This is an optimization exercise on Yosys and OpenROAD, whose aim is small area, not a production implementation.
In this exercise RTL edits were held to simulation tests only and were not proved equivalent to the original.

==> inputs of 01-20 <==
## project
module project(
	CLOCK_50,
	KEY,
	SW,
	plot,
	x,
	y,
	colour,
	HEX0,
	HEX1,
	HEX2
	);
	input          CLOCK_50;
	input  [9:0]   SW;
	input  [3:0]   KEY;
	output reg     plot;
	output [7:0]   x;
	output [6:0]   y;
	output reg [2:0] colour;
	output [6:0]   HEX0, HEX1, HEX2;
	wire clk = CLOCK_50;
	wire rn  = KEY[0];
	localparam S_CLR = 5'd0,  S_ENT = 5'd1,  S_BG  = 5'd2,
	           S_C1  = 5'd3,  S_C2  = 5'd4,  S_C21 = 5'd5,  S_C3  = 5'd6,
	           S_C4  = 5'd7,  S_C5  = 5'd8,  S_C6  = 5'd9,  S_C61 = 5'd10,
	           S_C7  = 5'd11, S_C8  = 5'd12, S_C9  = 5'd13, S_C91 = 5'd14,
	           S_C10 = 5'd15, S_C11 = 5'd16, S_C12 = 5'd17, S_HUM = 5'd18,
	           S_CRU = 5'd19, S_END = 5'd20;
	reg [4:0] st;
	reg [3:0] ph;
	reg [7:0] u;
	reg [6:0] v;
	reg [6:0] x1, x2, x3, x4, x5, x6, x7, x8, x11, x12;
	reg r2, r6;                   
	reg [7:0] x9, x10;            
	reg [6:0] y9, y10;
	reg [7:0] hx;                 
	reg [6:0] hy;
	reg [1:0] hq;                 
	reg [2:0] hcol;               
	reg fr1, frL, fe10;           
	reg level_up, crushed, endgame;
	reg right, down, right1, down1;
	reg [7:0] cxr;                
	wire iscar = (st >= S_C1) && (st <= S_C12);
	wire ismoto = (st == S_C9) || (st == S_C91) || (st == S_C10);
	wire iswide = (st == S_C2) || (st == S_C21) || (st == S_C6) || (st == S_C61);
	wire active = iscar && ((st < S_C9) || level_up);
	reg [6:0] cy;
	reg [2:0] ccol;
  ...
Settings: LEC_CHECK=0, ABC_AREA=1, CAP_MARGIN=20, CORE_MARGIN=2, CORE_UTILIZATION=40, SLEW_MARGIN=20; clock period 10.0 ns.
run.sh (not shown) runs the stock make flow with config.mk's settings and CLKGATE_MAP_FILE= SYNTH_SCRIPT=/design/flow/synth_recipe.tcl, a recipe that flattens the netlist after the stock synthesis.
==> 05-09 (differences from 01-20) <==
--- a/flow/design.v
+++ b/flow/design.v
@@ -28,11 +28,11 @@
 	           S_CRU = 5'd19, S_END = 5'd20;
 	reg [4:0] st;
 	reg [3:0] ph;
 	reg [7:0] u;
 	reg [6:0] v;
-	reg [6:0] x1, x2, x3, x4, x5, x6, x7, x8, x11, x12;
+	reg [6:0] x1, x2, x6, x11;
 	reg r2, r6;                   
 	reg [7:0] x9, x10;            
 	reg [6:0] y9, y10;
 	reg [7:0] hx;                 
 	reg [6:0] hy;
@@ -224,12 +224,11 @@
 			endcase
 		end
 	end
 	always @(posedge clk) begin
 		if (!rn) begin
-			x1 <= 7'd27; x2 <= 7'd28; x3 <= 7'd47; x4 <= 7'd64; x5 <= 7'd102;
-			x6 <= 7'd106; x7 <= 7'd87; x8 <= 7'd107; x11 <= 7'd45; x12 <= 7'd62;
+			x1 <= 7'd27; x2 <= 7'd28; x6 <= 7'd106; x11 <= 7'd45;
 			r2 <= 1'b1; r6 <= 1'b1;
 			x9 <= 8'd30; y9 <= 7'd28; x10 <= 8'd60; y10 <= 7'd91;
 			hx <= 8'd5; hy <= 7'd7;
 			hq <= 2'd1;
 		end else begin
@@ -239,24 +238,18 @@
 				S_C2, S_C21: begin
 					x2 <= nx[6:0];
 					if (nx[6:0] == 7'd65) r2 <= 1'b0;
 					else if (nx[6:0] == 7'd26) r2 <= 1'b1;
 				end
-				S_C3:  x3 <= nx[6:0];
-				S_C4:  x4 <= nx[6:0];
-				S_C5:  x5 <= nx[6:0];
 				S_C6, S_C61: begin
 					x6 <= nx[6:0];
 					if (nx[6:0] == 7'd119) r6 <= 1'b0;
 					else if (nx[6:0] == 7'd80) r6 <= 1'b1;
 				end
-				S_C7:  x7 <= nx[6:0];
-				S_C8:  x8 <= nx[6:0];
 				S_C9, S_C91: begin x9 <= nx; y9 <= ny; end
 				S_C10: begin x10 <= nx; y10 <= ny; end
 				S_C11: x11 <= nx[6:0];
-				S_C12: x12 <= nx[6:0];
 				default: ;
 				endcase
 			end
 			if (hmove) begin hx <= nhx; hy <= nhy; end
 			if (st == S_HUM && u != 8'd0 && u != 8'd9) hq <= hq + 1'b1;
@@ -296,48 +289,60 @@
 	wire hstep = (st == S_HUM) && (u <= 8'd9);
 	wire hsub = crstep || hstep;
 	wire sm = sc[4];
 	wire [3:0] sk = sc[3:0];
 	wire [3:0] msel = (iscar && (ph == 4'd0 || crstep)) ? cidx : hstep ? u[3:0] : sk;
+	wire c1m = (st > S_C1) || (st == S_C1 && ph == 4'd3);
+	wire ny3 = (st < S_C3) || (st == S_C3 && ph != 4'd3);
+	wire ny4 = (st < S_C4) || (st == S_C4 && ph != 4'd3);
+	wire ny5 = (st < S_C5) || (st == S_C5 && ph != 4'd3);
+	wire ny7 = (st < S_C7) || (st == S_C7 && ph != 4'd3);
+	wire ny8 = (st < S_C8) || (st == S_C8 && ph != 4'd3);
+	wire lag12 = level_up && ((st == S_C11 && ph == 4'd3) || (st == S_C12 && ph != 4'd3));
+	reg [7:0] koff;
+	reg rgb;
+	always @(*) begin
+		koff = 8'd0; rgb = 1'b0;
+		case (msel)
+		4'd1: koff = 8'd37 - (c1m && ny4);
+		4'd2: koff = 8'd75 - (c1m && ny5);
+		4'd3: rgb = 1'b1;
+		4'd6: begin rgb = 1'b1;
+		      koff = 8'd17 - lag12; end
+		4'd7: koff = 8'd20 - (c1m && ny3);
+		4'd8: koff = 8'd60 - (c1m && ny7);
+		4'd9: koff = 8'd80 - (c1m && ny8);
+		default: ;
+		endcase
+	end
+	wire [7:0] rp = {1'b0, rgb ? x11 : x1} + koff;
+	wire [7:0] rpos = rp[7] ? rp - 8'd102 : rp;
 	reg [7:0] pmux;
 	always @(*) begin
 		case (msel)
-		4'd0: pmux = {1'b0, x1};
-		4'd1: pmux = {1'b0, x4};
-		4'd2: pmux = {1'b0, x5};
-		4'd3: pmux = {1'b0, x11};
 		4'd4: pmux = {1'b0, x2};
 		4'd5: pmux = {1'b0, x6};
-		4'd6: pmux = {1'b0, x12};
-		4'd7: pmux = {1'b0, x3};
-		4'd8: pmux = {1'b0, x7};
-		4'd9: pmux = {1'b0, x8};
 		4'd10: pmux = x9;
-		default: pmux = x10;
+		4'd11: pmux = x10;
+		default: pmux = rpos;
 		endcase
 	end
 	wire [7:0] sx = hsub ? hx : (sm ? x10 : x9);
 	wire [6:0] sy = hsub ? hy : (sm ? y10 : y9);
 	wire g1  = (msel <= 4'd2);
 	wire g11 = (msel == 4'd3);
 	wire g2  = (msel == 4'd4) || (msel == 4'd5);
 	wire g12 = (msel == 4'd6);
 	wire g3  = (msel >= 4'd7) && (msel <= 4'd9);
-	wire srl = g1  ? (sy >= 7'd27 && sy <= 7'd31) :
-	           g11 ? (sy >= 7'd45 && sy <= 7'd49) :
-	           g2  ? (sy >= 7'd60 && sy <= 7'd64) :
-	           g12 ? (sy >= 7'd75 && sy <= 7'd79) :
-	           g3  ? (sy >= 7'd90 && sy <= 7'd94) : 1'b0;
-	wire slw = g1  ? (sy >= 7'd26 && sy <= 7'd32) :
-	           g11 ? (sy >= 7'd44 && sy <= 7'd50) :
-	           g2  ? (sy >= 7'd59 && sy <= 7'd65) :
-	           g12 ? (sy >= 7'd74 && sy <= 7'd80) :
-	           g3  ? (sy >= 7'd89 && sy <= 7'd95) : 1'b0;
-	wire sdtop = g1 ? (sy == 7'd26) : g11 ? (sy == 7'd45) : g2 ? (sy == 7'd59) :
-	             g12 ? (sy == 7'd75) : g3 ? (sy == 7'd89) : 1'b0;
-	wire sdbot = g1 ? (sy == 7'd32) : g11 ? (sy == 7'd49) : g2 ? (sy == 7'd65) :
-	             g12 ? (sy == 7'd79) : g3 ? (sy == 7'd95) : 1'b0;
+	wire gany = g1 || g11 || g2 || g12 || g3;
+	wire gsq = g11 || g12;      
+	wire [6:0] ybase = g1 ? 7'd27 : g11 ? 7'd45 : g2 ? 7'd60 : g12 ? 7'd75 : 7'd90;
+	wire [7:0] ydf = {1'b0, sy} - {1'b0, ybase};
+	wire srl = gany && !ydf[7] && (ydf[6:0] <= 7'd4);
+	wire slw = gany && ((ydf == 8'hFF) || (!ydf[7] && (ydf[6:0] <= 7'd5)));
+	wire sdtop = gany && (gsq ? (ydf == 8'd0) : (ydf == 8'hFF));
+	wire sdbot = gany && (gsq ? (ydf == 8'd4) : (ydf == 8'd5));
 	wire gok = !(g11 || g12) || level_up;
 	wire [8:0] sd = {1'b0, sx} - {1'b0, pmux};
 	wire sneg = sd[8];
 	wire [7:0] sdl = sd[7:0];
 	wire in0 = !sneg && (g2 ? (sdl <= 8'd16) : (sdl <= 8'd8));
==> summary of the runs <==
In non-clock buffer count, 05-09 and 01-20 do not differ.
Between 05-09 and 01-20, the lower setup slack is in 01-20 (gap 0.54 ns).
Synthesized cell count: 01-20 is higher than 05-09 (6.1%).
Of 05-09 and 01-20, 01-20 has the higher wire length (gap 7.8%, measured against 01-20).
Of 05-09 and 01-20, 01-20 has the higher area after synthesis (gap 7.6%, measured against 01-20).
In 05-09 the maximum frequency is larger than in 01-20, by about 6.5%.
Critical path depth: 05-09 is higher than 01-20 (21).
Between 01-20 and 05-09, the lower die area is in 05-09 (gap about 8%, measured against 05-09).
Of 01-20 and 05-09, 01-20 has the higher core utilization (gap 0.56 points).

-- port drivers added, routing unchanged --
The flow's constraints put no driver on any port. The routed layouts listed below were extracted and timed again, unchanged, in two steps.
Step 1 assumes that a clkbuf_16 drives the clock port and a buf_2 every other input.
Step 2, shift: input delay + t, output delay - t, t = (earliest + latest rising clock arrival at the registers) / 2. This alone moves slack from input paths to output paths.
Slacks: ideal / step 1 / step 2; pairs: ideal / step 1.
run | t, ns | slack for setup (ns) | worst hold slack (ns) | worst setup path after step 2 | clock arrival spread, ns
01-20 | 0.614 | 1.190 / 1.134 / 1.748 | 0.459 / 0.459 / 0.459 | register to output | 0.018 / 0.018
05-09 | 0.510 | 1.729 / 1.729 / 1.729 | 0.473 / 0.473 / 0.473 | register to register | 0.016 / 0.016
After both steps every run listed still meets setup and hold.
